This is an optimization exercise on Yosys and OpenROAD, whose aim is small area, a short achievable clock period and few clock cycles, not a production implementation. Where RTL was checked, it was by simulation tests only, not by an equivalence proof against the original.

// geofence
module geofence (clk, reset, X, Y, R, valid, is_inside);
    input clk;
    input reset;
    input [9:0] X;
    input [9:0] Y;
    input [10:0] R;
    output valid;
    output is_inside;
    localparam SORT = 5'd25;
    reg [4:0] cyc;
    reg valid_r;
    reg fb;                  
    reg [1:0] sj;            
    reg [2:0] si;            
    reg [1:0] sph;           
    assign valid = valid_r;
    wire bad;                
    wire sort_done = (cyc == SORT) && (sph == 2'd2) && (sj == 2'd3) && (si == 3'd4);
    reg [4:0] cn;            
    reg [4:0] cw;            
    reg fbn;
    reg [1:0] sjn, sphn;
    reg [2:0] sin;
    always @(*) begin
        if (cyc == 5'd23)
            cn = (fb || !bad) ? 5'd24 : SORT;
        else if (cyc == 5'd24)
            cn = 5'd0;
        else if (cyc == SORT)
            cn = sort_done ? 5'd7 : SORT;
        else
            cn = cyc + 5'd1;
        if (cyc == 5'd24)
            cw = 5'd0;
        else if (cyc == SORT)
            cw = sort_done ? 5'd7 : SORT;
        else
  ...
For scale: about 57000 um^2 of cells after synthesis.
export LEC_CHECK = 0
export CAP_MARGIN = 20
export CORE_MARGIN = 2
export CORE_UTILIZATION = 35
export GPL_ROUTABILITY_DRIVEN = 1
export PLACE_DENSITY = 0.5
export SLEW_MARGIN = 20
create_clock -name core_clock -period 24.0 [get_ports {clk}]
standard.sh (not shown) runs the stock make flow with config.mk's settings and CLKGATE_MAP_FILE= SYNTH_SCRIPT=/design/flow/synth_recipe.tcl, a recipe that flattens the netlist after the stock synthesis.
==> flow/flow/run.sh <==
#!/bin/bash
set -euo pipefail
export SETUP_SLACK_MARGIN=18
bash standard.sh > standard_flow.log 2>&1
Next try:
--- a/flow/design.v
+++ b/flow/design.v
@@ -98,40 +98,29 @@
         d_flw <= (cw >= 5'd9) && (cw <= 5'd11);
         d_last <= {cw == 5'd12, cw == 5'd11, cw == 5'd10, cw == 5'd9};
         d_c6 <= (cw == 5'd6);
         end
     end
     reg [9:0]  rx [0:5];
     reg [9:0]  ry [0:5];
     reg [10:0] rr [0:5];
     reg [2:0]  rk [0:5];
-    reg [5:0]  xl2, xe2, xl1, xe1, xl0, xe0, yl2, ye2, yl1, ye1, yl0;
-    wire [5:0] xltr = xl2 | (xe2 & (xl1 | (xe1 & xl0)));
-    wire [5:0] xeqr = xe2 & xe1 & xe0;
-    wire [5:0] yltr = yl2 | (ye2 & (yl1 | (ye1 & yl0)));
-    wire [5:0] ltr = (xltr | (xeqr & yltr)) & vldr;   
+    reg [5:0]  xltr, xeqr, yltr;
+    wire [5:0] ltr = xltr | (xeqr & yltr);      
     wire [5:0] gtr = {1'b0, ~ltr[4:0] & vldr[4:0]};    
     reg [2:0]  ek [0:5];          
-    reg  [5:0] cxl2, cxe2, cxl1, cxe1, cxl0, cxe0, cyl2, cye2, cyl1, cye1, cyl0;
+    reg  [5:0] xlt, xeq, ylt;
     reg  [5:0] vldr;
     always @(*) begin
         for (k = 0; k < 6; k = k + 1) begin
-            cxl2[k] = (rx[k][9:7] < X[9:7]);
-            cxe2[k] = (rx[k][9:7] == X[9:7]);
-            cxl1[k] = (rx[k][6:4] < X[6:4]);
-            cxe1[k] = (rx[k][6:4] == X[6:4]);
-            cxl0[k] = (rx[k][3:0] < X[3:0]);
-            cxe0[k] = (rx[k][3:0] == X[3:0]);
-            cyl2[k] = (ry[k][9:7] < Y[9:7]);
-            cye2[k] = (ry[k][9:7] == Y[9:7]);
-            cyl1[k] = (ry[k][6:4] < Y[6:4]);
-            cye1[k] = (ry[k][6:4] == Y[6:4]);
-            cyl0[k] = (ry[k][3:0] < Y[3:0]);
+            xlt[k] = d_vld[k] && (rx[k] < X);
+            xeq[k] = d_vld[k] && (rx[k] == X);
+            ylt[k] = (ry[k] < Y);
         end
     end
     reg [2:0] ltcnt;
     always @(*) begin
         ltcnt = 3'd0;
         for (k = 0; k < 6; k = k + 1)
             ltcnt = ltcnt + {2'b0, ltr[k]};
         for (k = 0; k < 5; k = k + 1)
             ek[k] = rk[k] + {2'b0, gtr[k]};
@@ -140,28 +129,23 @@
     always @(posedge clk) begin
         for (k = 0; k < 5; k = k + 1) begin
             rx[k] <= rx[k+1];
             ry[k] <= ry[k+1];
             rr[k] <= rr[k+1];
             rk[k] <= ek[k+1];
         end
         if (d_load) begin
             rx[5] <= X; ry[5] <= Y; rr[5] <= R;
-            xl2 <= {1'b0, cxl2[5:1]}; xe2 <= {1'b0, cxe2[5:1]};
-            xl1 <= {1'b0, cxl1[5:1]}; xe1 <= {1'b0, cxe1[5:1]};
-            xl0 <= {1'b0, cxl0[5:1]}; xe0 <= {1'b0, cxe0[5:1]};
-            yl2 <= {1'b0, cyl2[5:1]}; ye2 <= {1'b0, cye2[5:1]};
-            yl1 <= {1'b0, cyl1[5:1]}; ye1 <= {1'b0, cye1[5:1]}; yl0 <= {1'b0, cyl0[5:1]};
+            xltr <= {1'b0, xlt[5:1]}; xeqr <= {1'b0, xeq[5:1]}; yltr <= {1'b0, ylt[5:1]};
             vldr <= {1'b0, d_vld[5:1]};
         end else begin
             rx[5] <= rx[0]; ry[5] <= ry[0]; rr[5] <= rr[0]; rk[5] <= ek[0];
-            xl2 <= 6'd0; xe2 <= 6'd0; xl1 <= 6'd0; xe1 <= 6'd0; xl0 <= 6'd0; xe0 <= 6'd0;
-            yl2 <= 6'd0; ye2 <= 6'd0; yl1 <= 6'd0; ye1 <= 6'd0; yl0 <= 6'd0;
+            xltr <= 6'd0; xeqr <= 6'd0; yltr <= 6'd0;
             vldr <= 6'd0;
         end
     end
     function [19:0] rdxy;
         input [2:0] want;
         input [59:0] xs, ys;
         input [17:0] ks;
         integer i;
         begin
The changed run finished clean.
Design area decreases by 0.95%.
Worst setup slack is worse by 0.014 ns.
Utilization grows by 0.16 points.
Area after synthesis drops by 1.2%.
Final cell count barely changes.
Die area fell by 1.2%.
Non-clock buffer count increases by 5.
Wire length drops by 1.1%.
Global-route usage is higher by 0.23 points.
Sequential share of layout area came out lower by 1.0 points.
Maximum frequency barely changes.
Hold slack improved by 0.0049 ns.
Testbench counts after the change, summed over its fixed seeds: cycles 40,936.
No functional check of the RTL was part of the first run of this note.

-- static timing again, ports no longer ideal --
The flow's constraints put no driver on any port. The routed layouts listed below were extracted and timed again, unchanged, in two steps.
Step 1: set_driving_cell puts a clkbuf_16 on clk and a buf_2 on each other input, an assumption about the parent block.
Step 2 adds t to the input delays and takes it off the output delays; t is the mean of the earliest and latest rising clock arrival at the registers after step 1. Input paths then give back, and output paths get back, about the clock's delay inside the block.
a / b / c = ideal / step 1 / step 2; a / b = the first two.
run	shift t [ns]	setup slack, ns	latest minus earliest clock arrival (ns)	worst data-port slew with drivers (ns)	pins driven straight from the clock port
the first run	0.778	17.965 / 17.885 / 17.306	0.026 / 0.026	0.12	1
the second run	0.778	17.951 / 17.866 / 17.206	0.050 / 0.050	0.12	1
After both steps setup and hold are still met in every run listed. The setup slack of the second run, which loses most, moves by -0.085 ns with the drivers and by -0.745 ns with both steps.
